Context: an optimization exercise on an open-source flow, tuned for small area and a short achievable clock period. The choices shown serve that exercise and are no tape-out recipe. Where RTL was checked, it was by simulation tests only, not by an equivalence proof against the original. Power and IR drop assume default switching activity.

==> flow/design.v (excerpt) <==
module fp32_add(
    input wire clk,
    input wire [31:0] a,
    input wire [31:0] b,
    input wire sub,
    input wire [2:0] rm,
    output wire [31:0] result,
    output wire nv,
    output wire of,
    output wire nx
);
clock: 6.5 ns
lec_check: 0
abc_area: 1
cap_margin: 20
core_margin: 2
core_utilization: 40
setup_slack_margin: 2
slew_margin: 20
run.sh (not shown) runs the stock make flow with config.mk's settings and CLKGATE_MAP_FILE= SYNTH_SCRIPT=/design/flow/synth_recipe.tcl, a recipe that flattens the netlist after the stock synthesis.
Next try:
==> flow/flow/run.sh (new file) <==
#!/bin/bash
# The standard layout, with plain buffers (sky130_fd_sc_hd__buf_1) on the ports instead of the
# delay cells that buffer_ports picks by default. Every port still gets its own buffer.
set -euo pipefail
export BUFFER_PORTS_ARGS="-buffer_cell sky130_fd_sc_hd__buf_1"
bash standard.sh > standard.log 2>&1
==> flow/standard.sh (new file) <==
#!/bin/bash
# synth_recipe.tcl (not shown) runs the flow's synth.tcl, then flattens the netlist and writes it again
# the make line also repeats each setting of config.mk as NAME=value (left out here)
make -C /OpenROAD-flow-scripts/flow DESIGN_CONFIG=/design/flow/config.mk WORK_HOME=/design/flow/orfs CLKGATE_MAP_FILE= SYNTH_SCRIPT=/design/flow/synth_recipe.tcl "${@:-finish}"
removed: flow/run.sh
What happened: The changed run finished with timing, DRC and antenna clean. Final cell count is about the same. Critical path depth rises by 1. Sequential share of layout area increases by 1.2 points. Die area does not change. Power went down by about 3.5%. Design area went down by about 5%. Register-to-register slack hardly moves. Clock power hardly moves. Synthesized cell count stays the same. Clock-buffer cell count is unchanged.

Another version of the RTL of fp32_add (not shown whole).
For scale: ~1900 cells after synthesis, ~150 flip-flops, roughly 12000 µm² of cells after synthesis.
Settings: LEC_CHECK=0, ABC_AREA=1, CAP_MARGIN=20, CORE_MARGIN=2, CORE_UTILIZATION=40, CTS_BUF_LIST=sky130_fd_sc_hd__clkbuf_8, CTS_CLUSTER_DIAMETER=150, CTS_CLUSTER_SIZE=40, SETUP_SLACK_MARGIN=2.6, SLEW_MARGIN=20; clock period 6.5 ns.
standard.sh (not shown) runs the stock make flow with config.mk's settings and CLKGATE_MAP_FILE= SYNTH_SCRIPT=/design/flow/synth_recipe.tcl, a recipe that flattens the netlist after the stock synthesis.
==> flow/flow/run.sh <==
#!/bin/bash
# The standard layout, with plain buffers (sky130_fd_sc_hd__buf_1) on the ports instead of the
# delay cells that buffer_ports picks by default. Every port still gets its own buffer.
set -euo pipefail
export BUFFER_PORTS_ARGS="-buffer_cell sky130_fd_sc_hd__buf_1"
bash standard.sh > standard.log 2>&1
Change:
--- a/flow/config.mk
+++ b/flow/config.mk
@@ -11,6 +11,4 @@
 export CORE_UTILIZATION = 40
 export CTS_BUF_LIST = sky130_fd_sc_hd__clkbuf_8
-export CTS_CLUSTER_DIAMETER = 150
-export CTS_CLUSTER_SIZE = 40
-export SETUP_SLACK_MARGIN = 2.6
+export SETUP_SLACK_MARGIN = 2.8
 export SLEW_MARGIN = 20
=>
- design area grows by 3.3%
- final cell count rises by 1.2%
- clock power is about the same
Change:
--- a/flow/config.mk
+++ b/flow/config.mk
@@ -11,4 +11,4 @@
 export CORE_UTILIZATION = 40
 export CTS_BUF_LIST = sky130_fd_sc_hd__clkbuf_8
-export SETUP_SLACK_MARGIN = 2.8
+export SETUP_SLACK_MARGIN = 2.5
 export SLEW_MARGIN = 20
- sequential share of layout area went up by 0.77 points
- area after synthesis does not change
- worst setup slack is worse by 160 ps
- wire length drops by about 4.5%
- non-clock buffer count goes down by 26
- power shrinks by about 4.7%
- clock-buffer cell count stays the same
Change:
--- a/flow/config.mk
+++ b/flow/config.mk
@@ -11,4 +11,5 @@
 export CORE_UTILIZATION = 40
 export CTS_BUF_LIST = sky130_fd_sc_hd__clkbuf_8
-export SETUP_SLACK_MARGIN = 2.5
+export PLACE_DENSITY = 0.65
+export SETUP_SLACK_MARGIN = 2.6
 export SLEW_MARGIN = 20
Effect: Die area is unchanged. Total power barely changes. Clock-buffer cell count increases by 1. Setup slack improved by 46 ps. Via count climbs by 0.61%.
Change:
--- a/flow/config.mk
+++ b/flow/config.mk
@@ -11,5 +11,4 @@
 export CORE_UTILIZATION = 40
 export CTS_BUF_LIST = sky130_fd_sc_hd__clkbuf_8
-export PLACE_DENSITY = 0.65
 export SETUP_SLACK_MARGIN = 2.6
 export SLEW_MARGIN = 20
Effect: Area after synthesis is unchanged; synthesized cell count stays the same; critical path depth is higher by 3; worst setup slack gains 26 ps; clock power is higher by about 7%.

fp32_add, a different RTL version from the one above (not shown whole).
Size: ~1500 cells after synthesis, ~150 flip-flops, ~100 I/O pins, roughly 12000 um2 of cells after synthesis.
Settings: LEC_CHECK=0, CAP_MARGIN=20, CORE_MARGIN=2, CORE_UTILIZATION=40, SETUP_SLACK_MARGIN=2.5, SLEW_MARGIN=20; clock period 6.5 ns.
run.sh (not shown) runs the stock make flow with config.mk's settings and CLKGATE_MAP_FILE= SYNTH_SCRIPT=/design/flow/synth_recipe.tcl, a recipe that flattens the netlist after the stock synthesis.
Stock flow here: none of the scripts above is used.
==> next run, changes <==
--- a/flow/config.mk
+++ b/flow/config.mk
@@ -7,2 +7,3 @@
 export LEC_CHECK = 0
+export ABC_AREA = 1
 export CAP_MARGIN = 20
@@ -10,3 +11,3 @@
 export CORE_UTILIZATION = 40
-export SETUP_SLACK_MARGIN = 2.5
+export SETUP_SLACK_MARGIN = 2
 export SLEW_MARGIN = 20
Effect: Power increases slightly; sequential cell count does not change; register-to-register slack loses 0.16 ns; clock power is about the same; non-clock buffer count decreases by 91; final cell count increases by about a fifth; die area increases by a few percent; critical path depth decreases by 8; final area decreases by a little under a tenth; global-route usage increases by 0.71 points.
No run of this note included a check of the RTL's function; only the layout flow was run.

== v47 ==
fp32_add, a different RTL version from the one above (not shown whole).
Size in the first run: roughly 1900 cells after synthesis, ~150 flip-flops, ~100 I/O pins.
Settings: LEC_CHECK=0, ABC_AREA=1, CAP_MARGIN=20, CORE_MARGIN=2, CORE_UTILIZATION=40, SETUP_SLACK_MARGIN=3.5, SLEW_MARGIN=20; clock period 6.5 ns.
standard.sh (not shown) runs the stock make flow with config.mk's settings and CLKGATE_MAP_FILE= SYNTH_SCRIPT=/design/flow/synth_recipe.tcl, a recipe that flattens the netlist after the stock synthesis.
Scripts as last shown in full above: flow/flow/run.sh
v47: PASS, flow complete, no timing, DRC or antenna violations
Edits applied to the flow inputs when going from v47 to v1:
# v47
export LEC_CHECK = 0
export ABC_AREA = 1
export CAP_MARGIN = 20
export CORE_MARGIN = 2
export CORE_UTILIZATION = 40
export SETUP_SLACK_MARGIN = 3.5
export SLEW_MARGIN = 20
create_clock -name core_clock -period 6.5 [get_ports {clk}]
# v1
export LEC_CHECK = 0
export ABC_AREA = 1
export CAP_MARGIN = 20
export CORE_MARGIN = 2
export CORE_UTILIZATION = 40
export SETUP_SLACK_MARGIN = 2
export SLEW_MARGIN = 20
create_clock -name core_clock -period 6.5 [get_ports {clk}]
--- outcome ---
- Per the comparison of v1 with v47, clock power lost about 5%, via-per-instance ratio lost 0.52.
- Run comparison: v1 critical path startpoint r3_inc$_DFF_P_; v47 critical path startpoint r3_frac[0]$_SDFF_PP0_
- Delta(combinational group share of total power, v1 - v47) < 0
- NOTE count of placed standard cells in the final layout, fillers left out v47->v1 decreased by more than 10%
- Overall global routing resource usage for v1: 5.5 points down relative to v47
- On v1: share of the clock period used by the worst path is 3.8 points higher than what v47 gave.
- Compare v47 and v1 | post-CTS setup buffer count lower: v1
- Looking at global-route wire length before repair, v1 sits about 20% below v47.
- Compared with v47, in v1 HPWL reported at the end of detailed placement climbed about 3.7%, sequential share of layout area grew by 7.6 points.
- v47 -> v1: power after layout decreased by more than a quarter
What v59 does differently from v1 at the input level:
# v1
export LEC_CHECK = 0
export ABC_AREA = 1
export CAP_MARGIN = 20
export CORE_MARGIN = 2
export CORE_UTILIZATION = 40
export SETUP_SLACK_MARGIN = 2
export SLEW_MARGIN = 20
create_clock -name core_clock -period 6.5 [get_ports {clk}]
# v59
export LEC_CHECK = 0
export ABC_AREA = 1
export CAP_MARGIN = 20
export CORE_MARGIN = 2
export CORE_UTILIZATION = 40
export SETUP_SLACK_MARGIN = 3
export SLEW_MARGIN = 20
create_clock -name core_clock -period 6.5 [get_ports {clk}]
[summary]
A worst setup path endpoint of result[29] is what v1 shows, while result[30] belongs to v59.
Taking v1 as 1.0, v59 lands at 1.05 on final cell count.
Sort v1 and v59 by combined flip-flop and latch cell area asc -> top: v1
Of v1 and v59, the run reporting the lower number of iterations in the first detailed-routing pass was v59.
Fmax came out higher on v59 than on v1.
Compared with v1, in v59 placed cell count held steady; global-route wire length before repair +5.3%; synthesis-to-layout area growth went up by 18 points.
Inputs modified between v59 and v5:
# v59
export LEC_CHECK = 0
export ABC_AREA = 1
export CAP_MARGIN = 20
export CORE_MARGIN = 2
export CORE_UTILIZATION = 40
export SETUP_SLACK_MARGIN = 3
export SLEW_MARGIN = 20
create_clock -name core_clock -period 6.5 [get_ports {clk}]
# v5
export LEC_CHECK = 0
export ABC_AREA = 1
export CAP_MARGIN = 20
export CORE_MARGIN = 2
export CORE_UTILIZATION = 40
export SETUP_SLACK_MARGIN = 2.5
export SLEW_MARGIN = 20
create_clock -name core_clock -period 6.5 [get_ports {clk}]
- v5 against v59: maximum frequency has increased; maximum fanout along the worst path rose 1; total power consumption of the routed design down 820 µW; post-detailed-route wirelength per cell fell by 1.4 µm.

== run A ==
The RTL this note starts from:
==> flow/design.v <==
`default_nettype none
module fp32_add(
    input wire clk,
    input wire [31:0] a,
    input wire [31:0] b,
    input wire sub,
    input wire [2:0] rm,
    output wire [31:0] result,
    output wire nv,
    output wire of,
    output wire nx
);
    integer k;
    wire a_sign = a[31];
    wire b_sign = b[31] ^ sub;
    wire [7:0] a_exp = a[30:23];
    wire [7:0] b_exp = b[30:23];
    wire [22:0] a_frac = a[22:0];
    wire [22:0] b_frac = b[22:0];
    wire a_emax = &a_exp;
    wire b_emax = &b_exp;
    wire a_fz = ~|a_frac;
    wire b_fz = ~|b_frac;
    wire a_nan = a_emax & ~a_fz;
    wire b_nan = b_emax & ~b_fz;
    wire a_inf = a_emax & a_fz;
    wire b_inf = b_emax & b_fz;
    wire a_snan = a_nan & ~a_frac[22];
    wire b_snan = b_nan & ~b_frac[22];
    wire s0_is_sub = a_sign ^ b_sign;
    wire s0_inf_inf = s0_is_sub & a_inf & b_inf;
    wire s0_nv = a_snan | b_snan | s0_inf_inf;
    wire s0_nan = a_nan | b_nan | s0_inf_inf;
    wire s0_inf = ~s0_nan & (a_inf | b_inf);
    wire [1:0] s0_special = {s0_nan, s0_inf | s0_nv};
    wire a_hid = |a_exp;
    wire b_hid = |b_exp;
    wire [7:0] a_eeff = {a_exp[7:1], a_exp[0] | ~a_hid};
    wire [7:0] b_eeff = {b_exp[7:1], b_exp[0] | ~b_hid};
    wire [7:0] d_ab = a_eeff - b_eeff;
    wire [7:0] d_ba = b_eeff - a_eeff;
    wire swap = a[30:0] < b[30:0];
    wire [7:0] l_exp = swap ? b_exp : a_exp;
    wire [22:0] l_frac = swap ? b_frac : a_frac;
    wire [23:0] s_sig = swap ? {a_hid, a_frac} : {b_hid, b_frac};
    wire l_sign = swap ? b_sign : a_sign;
    wire [4:0] s0_off = swap ? d_ba[4:0] : d_ab[4:0];
    wire s0_far = swap ? |d_ba[7:5] : |d_ab[7:5];    
    reg r1_sign, r1_is_sub;
    reg [2:0] r1_rm;
    reg [1:0] r1_special;
    reg [7:0] r1_lexp;
    reg [22:0] r1_lfrac;
    reg [23:0] r1_ssig;
    reg [4:0] r1_off;
    reg r1_far;
    always @(posedge clk) begin
        r1_sign <= l_sign;
        r1_is_sub <= s0_is_sub;
        r1_rm <= rm;
        r1_special <= s0_special;
        r1_lexp <= l_exp;
        r1_lfrac <= l_frac;
        r1_ssig <= s_sig;
        r1_off <= s0_off;
        r1_far <= s0_far;
    end
    wire l_hid = |r1_lexp;
    wire [7:0] l_e = {r1_lexp[7:1], r1_lexp[0] | ~l_hid};
    wire [27:0] in1 = {1'b0, l_hid, r1_lfrac, 3'b000};
    wire [26:0] sh0 = {r1_ssig, 3'b000};
    wire [26:0] sh1 = r1_far ? 27'b0 : r1_off[4] ? {16'b0, sh0[26:16]} : sh0;
    wire [26:0] sh2 = r1_off[3] ? {8'b0, sh1[26:8]} : sh1;
    wire [26:0] sh3 = r1_off[2] ? {4'b0, sh2[26:4]} : sh2;
    wire [26:0] sh4 = r1_off[1] ? {2'b0, sh3[26:2]} : sh3;
    wire [26:0] sh5 = r1_off[0] ? {1'b0, sh4[26:1]} : sh4;
    reg [23:0] smask;    
    always @*
        for (k = 0; k < 24; k = k + 1)
            smask[k] = r1_far | (r1_off >= k + 3);
    wire sticky = |(r1_ssig & smask);
    wire [27:0] in2 = {1'b0, sh5[26:1], sticky};
    wire [27:0] in2x = in2 ^ {28{r1_is_sub}};
    wire [28:0] sum_c = {in1, 1'b1} + {in2x, r1_is_sub};
    wire [27:0] s1_sum = sum_c[28:1];
    wire [7:0] s1_exp = l_e + 8'd1;
    wire rdn = r1_rm == 3'b010;
    wire rup = r1_rm == 3'b011;
    wire rtz = r1_rm == 3'b001;
    wire rmm = r1_rm == 3'b100;
    wire s1_up = (rdn & r1_sign) | (rup & ~r1_sign);
    wire s1_dn = rtz | (rdn & ~r1_sign) | (rup & r1_sign);
    wire [1:0] s1_cls = {s1_up | rmm, s1_dn | rmm};
    wire s1_zsign = r1_is_sub ? rdn : r1_sign;
    reg r2_sign, r2_zsign;
    reg [1:0] r2_cls;
    reg [1:0] r2_special;
    reg [7:0] r2_exp;
    reg [27:0] r2_sum;
    always @(posedge clk) begin
        r2_sign <= r1_sign;
        r2_zsign <= s1_zsign;
        r2_cls <= s1_cls;
        r2_special <= r1_special;
        r2_exp <= s1_exp;
        r2_sum <= s1_sum;
    end
    wire e_small = ~|r2_exp[7:5];
    wire [3:0] pd_hi = {4{e_small}} & (4'b0001 << r2_exp[4:3]);
    wire [7:0] pd_lo = 8'b00000001 << r2_exp[2:0];
    reg [27:0] lim_mask;
    always @*
        for (k = 0; k < 28; k = k + 1)
            lim_mask[k] = pd_hi[(28 - k) >> 3] & pd_lo[(28 - k) & 7];
    wire [27:0] x = r2_sum | lim_mask;
    wire z4 = ~|x[27:12];
    wire [15:0] x4 = z4 ? x[11:0] << 4 : x[27:12];
    wire z3 = ~|x4[15:8];
    wire [7:0] x3 = z3 ? x4[7:0] : x4[15:8];
    wire z2 = ~|x3[7:4];
    wire [3:0] x2 = z2 ? x3[3:0] : x3[7:4];
    wire z1 = ~|x2[3:2];
    wire [1:0] x1 = z1 ? x2[1:0] : x2[3:2];
    wire z0 = ~x1[1];
    wire [4:0] lzc = {z4, z3, z2, z1, z0};
    wire [27:0] n4 = z4 ? {r2_sum[11:0], 16'b0} : r2_sum;
    wire [27:0] n3 = z3 ? {n4[19:0], 8'b0} : n4;
    wire [27:0] n2 = z2 ? {n3[23:0], 4'b0} : n3;
    wire [27:0] n1 = z1 ? {n2[25:0], 2'b0} : n2;
    wire [27:0] n0 = z0 ? {n1[26:0], 1'b0} : n1;
    wire c1 = r2_sum[27];
    wire c2 = ~r2_sum[27] & r2_sum[26];
    wire lsb = c1 ? r2_sum[4] : c2 ? r2_sum[3] : r2_sum[2];
    wire g = c1 ? r2_sum[3] : c2 ? r2_sum[2] : r2_sum[1];
    wire st = c1 ? |r2_sum[2:0] : c2 ? |r2_sum[1:0] : r2_sum[0];
    wire inexact = g | st;
    reg add_one;
    always @* begin
        case (r2_cls)
            2'd0: add_one = g & (lsb | st);
            2'd1: add_one = 1'b0;
            2'd2: add_one = g | st;
            default: add_one = g;
        endcase
    end
    wire sp_inf = r2_special == 2'b01;
    wire sp_nan = r2_special[1];
    wire sp = |r2_special;
    wire ovf = ~sp & c1 & (&r2_exp);           
    wire of_max = r2_cls == 2'd1;              
    wire zero_sign = ~|r2_sum;
    reg [7:0] s2_exp;
    reg [4:0] s2_lzc;
    reg [22:0] s2_frac;
    reg s2_msb;
    always @* begin
        s2_lzc = (sp | ovf | zero_sign) ? 5'd0 : lzc;
        s2_msb = sp | ovf | (~zero_sign & n0[27]);
        if (sp_nan) {s2_exp, s2_frac} = 31'h7fc00000;
        else if (sp_inf | (ovf & ~of_max)) {s2_exp, s2_frac} = 31'h7f800000;
        else if (ovf) {s2_exp, s2_frac} = 31'h7f7fffff;
        else {s2_exp, s2_frac} = {zero_sign ? 8'd1 : r2_exp, n0[26:4]};
    end
    wire s2_efe = ~sp & ((c1 & (r2_exp == 8'hfe)) | (c2 & (r2_exp == 8'hff)));
    wire w_ones = c1 ? &r2_sum[26:4] : c2 ? &r2_sum[25:3] : &r2_sum[24:2];
    wire w_lo_ones = c1 ? &r2_sum[15:4] : c2 ? &r2_sum[14:3] : &r2_sum[13:2];
    wire s2_inc = ~sp & ~ovf & add_one;
    reg r3_sign, r3_inc, r3_nx, r3_of, r3_nv, r3_efe, r3_carry, r3_lo_ones, r3_msb;
    reg [7:0] r3_exp;
    reg [4:0] r3_lzc;
    reg [22:0] r3_frac;
    always @(posedge clk) begin
        r3_sign <= ~sp_nan & (zero_sign ? r2_zsign : r2_sign);
        r3_inc <= s2_inc;
        r3_carry <= s2_inc & w_ones;
        r3_lo_ones <= w_lo_ones;
        r3_nx <= ~sp & (inexact | ovf);
        r3_of <= ovf;
        r3_nv <= r2_special == 2'b11;
        r3_exp <= s2_exp;
        r3_lzc <= s2_lzc;
        r3_msb <= s2_msb;
        r3_frac <= s2_frac;
        r3_efe <= s2_efe;
    end
    wire [11:0] frac_lo = r3_frac[11:0] + {11'b0, r3_inc};
    wire [10:0] frac_hi = r3_frac[22:12] + {10'b0, r3_inc & r3_lo_ones};
    wire [8:0] exp_c0x = {r3_exp, 1'b1} + {3'b111, ~r3_lzc, r3_msb};
    wire [7:0] exp_c0 = exp_c0x[8:1];
    wire [7:0] exp_c1 = r3_lzc[1] ? r3_exp - 8'd1 : r3_lzc[0] ? r3_exp : r3_exp + 8'd1;
    wire [7:0] exp_out = r3_carry ? exp_c1 : exp_c0;
    assign result = {r3_sign, exp_out, frac_hi, frac_lo};
    assign of = r3_of | (r3_efe & r3_carry);
    assign nx = r3_nx;
    assign nv = r3_nv;
endmodule
`default_nettype wire
==> flow/config.mk <==
export PLATFORM = sky130hd
export DESIGN_NAME = fp32_add
export DESIGN_NICKNAME = fp32_add
export VERILOG_FILES = /design/flow/design.v
export SDC_FILE = /design/flow/constraint.sdc
export NUM_CORES = 4
export LEC_CHECK = 0
export ABC_AREA = 1
export CAP_MARGIN = 20
export CORE_MARGIN = 2
export CORE_UTILIZATION = 40
export CTS_BUF_LIST = sky130_fd_sc_hd__clkbuf_8
export SETUP_SLACK_MARGIN = 2.25
export SLEW_MARGIN = 20
==> flow/constraint.sdc <==
create_clock -name core_clock -period 6.5 [get_ports {clk}]
set_input_delay 1.3000 -clock core_clock [delete_from_list [all_inputs] [get_ports {clk}]]
set_output_delay 1.3000 -clock core_clock [all_outputs]
set_load 0.01 [all_outputs]
Scripts as last shown in full above: flow/flow/run.sh
Input-level comparison between run B and run A:
- changing ABC_AREA from 1 to 0
- changing SETUP_SLACK_MARGIN from 2.25 to 2.5
Results
Run B went all the way through the flow, and no timing, DRC or antenna check failed. | utilization | run B vs run A | 1.6 points higher |. Relative to run A, via count has decreased by about 7% in run B. What run A reported for power per unit of standard cell area has to be multiplied by 0.940 to get the figure for run B. Against run A, number of multi-input combinational cells in the layout in run B fell by more than 10%. Looking at number of gates resized after CTS, run B sits 53 above run A.
> inputs changed (run B -> run C)
- a change of ABC_AREA from 0 to 1
- a change of SETUP_SLACK_MARGIN from 2.5 to 2.75
### Flow results
From run B to run C the numbers moved as follows: number of hold-slack violations in the final timing report roughly the same; fraction of the mapped netlist area in adder cells roughly the same. Run C does worse than run B on wire length of the first global-routing pass. Cmp run B and run C / final clock skew / lower: run C. Worst setup slack: lower on run B. Looking at total wirelength of the detailed-routed design across both flows, run C is the weaker of the two, with run B ahead. Area growth from synthesis to layout delta for run C relative to run B: 2.4 points higher.
Changes in run D relative to run C:
- PLACE_DENSITY now 0.75, previously not set
- CTS_BUF_LIST no longer set, was sky130_fd_sc_hd__clkbuf_8
- SETUP_SLACK_MARGIN now 2.5, was 2.75
[summary]
- Row share of total power in combinational logic: run D lower / run C higher
- Comparing run C and run D, the higher areal power density over the cells is on run D.
- Worst setup slack in run D vs run C: down 0.11 ns
- Run D against run C: count of clock-buffer cells in the layout saw an increase; utilization saw a decrease; clock latency reported for the late side of the worst-skew pair saw a decrease.

what the ideal ports hide:
In the flow no input, the clock included, has a driving cell. The finished layouts below were timed again as built, in two steps.
Step 1, drivers: a clkbuf_16 drives clk and a buf_2 each remaining input, both assumed.
Step 2, shift: input delay + t, output delay - t, t = (earliest + latest rising clock arrival at the registers) / 2. This alone moves slack from input paths to output paths.
Slacks: no drivers / after step 1 / after step 2; pairs: no drivers / after step 1.
| run | t, ns | slack for setup (ns) | latest minus earliest clock arrival (ns) | worst slew at a driven data input, ns | cell pins on the clock port's net |
|---|---|---|---|---|---|
| the first run of note 1 | 0.478 | 2.171 / 2.118 / 1.952 | 0.016 / 0.016 | 0.05 | 1 |
| the second run of note 1 | 0.472 | 2.168 / 2.120 / 1.983 | 0.014 / 0.014 | 0.05 | 1 |
| the first run of note 2 | 0.516 | 2.808 / 2.761 / 2.404 | 0.018 / 0.017 | 0.04 | 1 |
| the second run of note 2 | 0.514 | 2.896 / 2.849 / 2.484 | 0.015 / 0.015 | 0.04 | 1 |
| the third run of note 2 | 0.512 | 2.735 / 2.689 / 2.339 | 0.015 / 0.014 | 0.04 | 1 |
| the fourth run of note 2 | 0.510 | 2.782 / 2.735 / 2.427 | 0.022 / 0.023 | 0.05 | 1 |
| the fifth run of note 2 | 0.516 | 2.808 / 2.761 / 2.404 | 0.018 / 0.017 | 0.04 | 1 |
| the first run of note 3 | 0.483 | 2.469 / 2.469 / 2.168 | 0.016 / 0.016 | 0.04 | 1 |
| the second run of note 3 | 0.486 | 2.250 / 2.200 / 1.958 | 0.012 / 0.012 | 0.04 | 1 |
| v47 | 0.482 | 2.488 / 2.435 / 2.578 | 0.017 / 0.017 | 0.06 | 1 |
| v1 | 0.485 | 2.240 / 2.188 / 2.147 | 0.020 / 0.020 | 0.04 | 1 |
| v59 | 0.485 | 2.492 / 2.438 / 2.602 | 0.012 / 0.012 | 0.05 | 1 |
| v5 | 0.484 | 2.512 / 2.460 / 2.317 | 0.017 / 0.017 | 0.04 | 1 |
| run A | 0.510 | 2.572 / 2.526 / 2.115 | 0.019 / 0.019 | 0.05 | 1 |
| run B | 0.504 | 2.568 / 2.527 / 2.102 | 0.026 / 0.026 | 0.05 | 1 |
| run C | 0.514 | 2.812 / 2.765 / 2.476 | 0.019 / 0.019 | 0.05 | 1 |
| run D | 0.490 | 2.700 / 2.671 / 2.238 | 0.016 / 0.015 | 0.04 | 1 |
After both steps every run listed still meets setup and hold. For run B, which loses most, drivers alone change the setup slack by -0.041 ns; drivers and shift together by -0.466 ns.
